This design comes from an exercise in tuning for small area on the open sky130 flow, not from production work. Only simulation tests tie the RTL to the original design; equivalence was not proved. Power and IR drop assume default switching activity.

Setup of the previous run:
==> module uart, before the edit <==
module uart(
  input  clk,
  input  reset_n,
  input  rx,
  output enter
);
localparam integer DIV  = 651;
localparam integer BIT  = 16 * DIV;
localparam integer HALF = 8 * DIV;
localparam [7:0] KEY = 8'h0D;
reg [13:0] rtm;
reg [3:0]  rc;
reg        match;
wire [2:0] ksel = rc[2:0] - 3'd1;
always @(posedge clk) begin
  if (~reset_n) begin
    rc <= 4'd15;
  end else if (rc[3:1] == 3'b111) begin
    if (~rx) begin
      rc  <= 4'd0;
      rtm <= HALF - 1;
    end else
      rc <= 4'd15;
  end else if (rc == 4'd12) begin
    rc <= 4'd14;
  end else if (rc == 4'd13) begin
    rc <= 4'd15;
  end else if (rtm == 14'd0) begin
    rtm <= BIT - 1;
    if (rc == 4'd0) begin
      rc    <= rx ? 4'd10 : 4'd1;
      match <= 1'b1;
    end else if (rc <= 4'd8) begin
      rc    <= rc + 4'd1;
      match <= match & (rx == KEY[ksel]);
    end else if (rc == 4'd9) begin
      rc <= rx ? (match ? 4'd12 : 4'd13) : 4'd10;
    end else if (rc == 4'd10) begin
      rc <= 4'd11;
    end else begin
      rc <= 4'd15;
    end
  end else begin
    rtm <= rtm - 14'd1;
  end
end
assign enter = (rc == 4'd14);
endmodule
==> module lab4, before the edit <==
module lab4(
  input  clk,
  input  reset_n,
  input  [3:0] usr_btn,
  output [3:0] usr_led,
  input  uart_rx,
  output uart_tx
);
localparam integer DIV   = 651;        
localparam integer INITD = 1000;       
localparam integer BIT   = 16 * DIV;   
assign usr_led = usr_btn;
wire enter;
uart uart(
  .clk(clk),
  .reset_n(reset_n),
  .rx(uart_rx),
  .enter(enter)
);
reg [13:0] ttm;
reg [3:0]  slot;
reg [3:0]  bidx;
reg        str;    
wire tev = (ttm == 14'd0);
always @(posedge clk) begin
  if (~reset_n) begin
    slot <= 4'd11;
    bidx <= 4'd0;
    str  <= 1'b0;
    ttm  <= INITD;
  end else if (slot == 4'd12) begin
    if (enter) begin
      slot <= 4'd0;
      ttm  <= BIT - 1;
    end
  end else if (tev) begin
    if (slot == 4'd10) begin
      if (bidx == 4'd14) begin
        bidx <= 4'd0;
        str  <= ~str;
        slot <= str ? 4'd11 : 4'd12;
        ttm  <= INITD;
      end else begin
        bidx <= bidx + 4'd1;
        slot <= 4'd0;
        ttm  <= BIT - 1;
      end
    end else begin
      slot <= (slot == 4'd11) ? 4'd0 : slot + 4'd1;
      ttm  <= (slot == 4'd9) ? BIT + 1 : BIT - 1;
    end
  end else begin
    ttm <= ttm - 14'd1;
  end
end
reg [7:0] rom_byte;
always @(*) begin
  case ({str, bidx})
    5'd0:  rom_byte = 8'h0D;
    5'd1:  rom_byte = 8'h0A;
    5'd2:  rom_byte = "P";
    5'd3:  rom_byte = "r";
    5'd4:  rom_byte = "e";
    5'd5:  rom_byte = "s";
    5'd6:  rom_byte = "s";
    5'd7:  rom_byte = " ";
    5'd8:  rom_byte = "E";
    5'd9:  rom_byte = "n";
    5'd10: rom_byte = "t";
    5'd11: rom_byte = "e";
    5'd12: rom_byte = "r";
    5'd13: rom_byte = ":";
    5'd14: rom_byte = " ";
    5'd16: rom_byte = "H";
    5'd17: rom_byte = "e";
    5'd18: rom_byte = "l";
    5'd19: rom_byte = "l";
    5'd20: rom_byte = "o";
    5'd21: rom_byte = ",";
    5'd22: rom_byte = " ";
    5'd23: rom_byte = "W";
    5'd24: rom_byte = "o";
    5'd25: rom_byte = "r";
    5'd26: rom_byte = "l";
    5'd27: rom_byte = "d";
    5'd28: rom_byte = "!";
    5'd29: rom_byte = 8'h0D;
    5'd30: rom_byte = 8'h0A;
    default: rom_byte = 8'h00;
  endcase
end
wire [2:0] bsel = slot[2:0] - 3'd1;
assign uart_tx = (slot == 4'd0) ? 1'b0 :
                 (slot <= 4'd8) ? rom_byte[bsel] : 1'b1;
endmodule
clock: 10.0 ns
lec_check: 0
cap_margin: 20
core_margin: 2
core_utilization: 40
place_density: 0.6
slew_margin: 20
run.sh (not shown) runs the stock make flow with config.mk's settings and CLKGATE_MAP_FILE= SYNTH_SCRIPT=/design/flow/synth_recipe.tcl, a recipe that flattens the netlist after the stock synthesis.
Setup changes, the previous run to the current run
--- a/flow/design.v
+++ b/flow/design.v
@@ -4,31 +4,29 @@
   input  reset_n,
   input  rx,
   output enter
 );
-localparam integer DIV  = 651;
-localparam integer BIT  = 16 * DIV;
-localparam integer HALF = 8 * DIV;
 localparam [7:0] KEY = 8'h0D;
+localparam [13:0] R_END  = 14'h1337;
+localparam [13:0] R_MASK = 14'h2FEE;
+localparam [13:0] R_HALF = 14'h23EB;    
+localparam [13:0] R_BIT  = 14'h2129;    
 reg [13:0] rtm;
 reg [3:0]  rc;
 reg        match;
+wire rev = ((rtm ^ R_END) & R_MASK) == 14'd0;
+wire [13:0] rstep = {rtm[12:0], rtm[13] ^ rtm[12]};
 wire [2:0] ksel = rc[2:0] - 3'd1;
 always @(posedge clk) begin
   if (~reset_n) begin
     rc <= 4'd15;
   end else if (rc[3:1] == 3'b111) begin
-    if (~rx) begin
-      rc  <= 4'd0;
-      rtm <= HALF - 1;
-    end else
-      rc <= 4'd15;
+    rc  <= rx ? 4'd15 : 4'd0;
   end else if (rc == 4'd12) begin
     rc <= 4'd14;
   end else if (rc == 4'd13) begin
     rc <= 4'd15;
-  end else if (rtm == 14'd0) begin
-    rtm <= BIT - 1;
+  end else if (rev) begin
     if (rc == 4'd0) begin
       rc    <= rx ? 4'd10 : 4'd1;
       match <= 1'b1;
     end else if (rc <= 4'd8) begin
@@ -40,11 +38,14 @@
       rc <= 4'd11;
     end else begin
       rc <= 4'd15;
     end
-  end else begin
-    rtm <= rtm - 14'd1;
   end
+end
+always @(posedge clk) begin
+  if (rc[3:1] == 3'b111) rtm <= R_HALF;
+  else if (rev) rtm <= R_BIT;
+  else rtm <= rstep;
 end
 assign enter = (rc == 4'd14);
 endmodule
 `timescale 1ns / 1ps
@@ -55,53 +56,54 @@
   output [3:0] usr_led,
   input  uart_rx,
   output uart_tx
 );
-localparam integer DIV   = 651;        
-localparam integer INITD = 1000;       
-localparam integer BIT   = 16 * DIV;   
 assign usr_led = usr_btn;
 wire enter;
 uart uart(
   .clk(clk),
   .reset_n(reset_n),
   .rx(uart_rx),
   .enter(enter)
 );
+localparam [13:0] T_END  = 14'h05B8;
+localparam [13:0] T_MASK = 14'h36FB;
+localparam [13:0] T_BIT  = 14'h1475;    
+localparam [13:0] T_BIT2 = 14'h351D;    
+localparam [13:0] T_INIT = 14'h3571;    
 reg [13:0] ttm;
 reg [3:0]  slot;
 reg [3:0]  bidx;
 reg        str;    
-wire tev = (ttm == 14'd0);
+wire tev = ((ttm ^ T_END) & T_MASK) == 14'd0;
+wire [13:0] tstep = {ttm[12:0], ttm[13] ^ ttm[12]};
 always @(posedge clk) begin
   if (~reset_n) begin
     slot <= 4'd11;
     bidx <= 4'd0;
     str  <= 1'b0;
-    ttm  <= INITD;
+    ttm  <= T_INIT;
   end else if (slot == 4'd12) begin
-    if (enter) begin
-      slot <= 4'd0;
-      ttm  <= BIT - 1;
-    end
+    ttm <= T_BIT;
+    if (enter) slot <= 4'd0;
   end else if (tev) begin
     if (slot == 4'd10) begin
       if (bidx == 4'd14) begin
         bidx <= 4'd0;
         str  <= ~str;
         slot <= str ? 4'd11 : 4'd12;
-        ttm  <= INITD;
+        ttm  <= T_INIT;
       end else begin
         bidx <= bidx + 4'd1;
         slot <= 4'd0;
-        ttm  <= BIT - 1;
+        ttm  <= T_BIT;
       end
     end else begin
       slot <= (slot == 4'd11) ? 4'd0 : slot + 4'd1;
-      ttm  <= (slot == 4'd9) ? BIT + 1 : BIT - 1;
+      ttm  <= (slot == 4'd9) ? T_BIT2 : T_BIT;
     end
   end else begin
-    ttm <= ttm - 14'd1;
+    ttm <= tstep;
   end
 end
 reg [7:0] rom_byte;
 always @(*) begin
[summary]
Both conditions hold for the current run: the flow ran to the end and the final layout passed the timing, DRC and antenna checks. Sequential portion of the cell area: the current run higher than the previous run. Relative to the previous run, the combinational power measured on the current run has decreased by more than 10%. Compared with the previous run, the current run shows post-route non-filler standard cell count that has gone down by more than 10%. Sort the current run and the previous run by clock network contribution to total cell area asc -> top: the previous run. The current run vs. the previous run: effective utilization at floorplan went up by 0.85 points. Area after synthesis (the current run vs. the previous run) decreases by more than 10%. In the metrics for the current run and the previous run, the one carrying the higher global-route usage is the previous run. On number of inverters outside the clock class in the layout: between the current run and the previous run, it ends up lower for the current run.

==> afterwards: timing with drivers on the ports <==
The flow's constraints put no driver on any port. The routed layouts listed below were extracted and timed again, unchanged, in two steps. Step 1, drivers: a clkbuf_16 drives clk and a buf_2 each remaining input, both assumed. Step 2 times the ports against the registers' clock, not the clock port: input delays grow and output delays shrink by t, the midpoint of the rising clock arrivals with the driver on. Three values: ideal ports, drivers, drivers and shift; two values: the first two.
| run | t, ns | slack for setup (ns) | worst setup path after step 2 | worst register clock-pin slew, ns |
|---|---|---|---|---|
| the previous run | 0.323 | 4.934 / 4.902 / 5.225 | register to output | 0.09 / 0.09 |
| the current run | 0.324 | 5.033 / 5.005 / 5.328 | register to output | 0.08 / 0.08 |
After both steps every run listed still meets setup and hold.
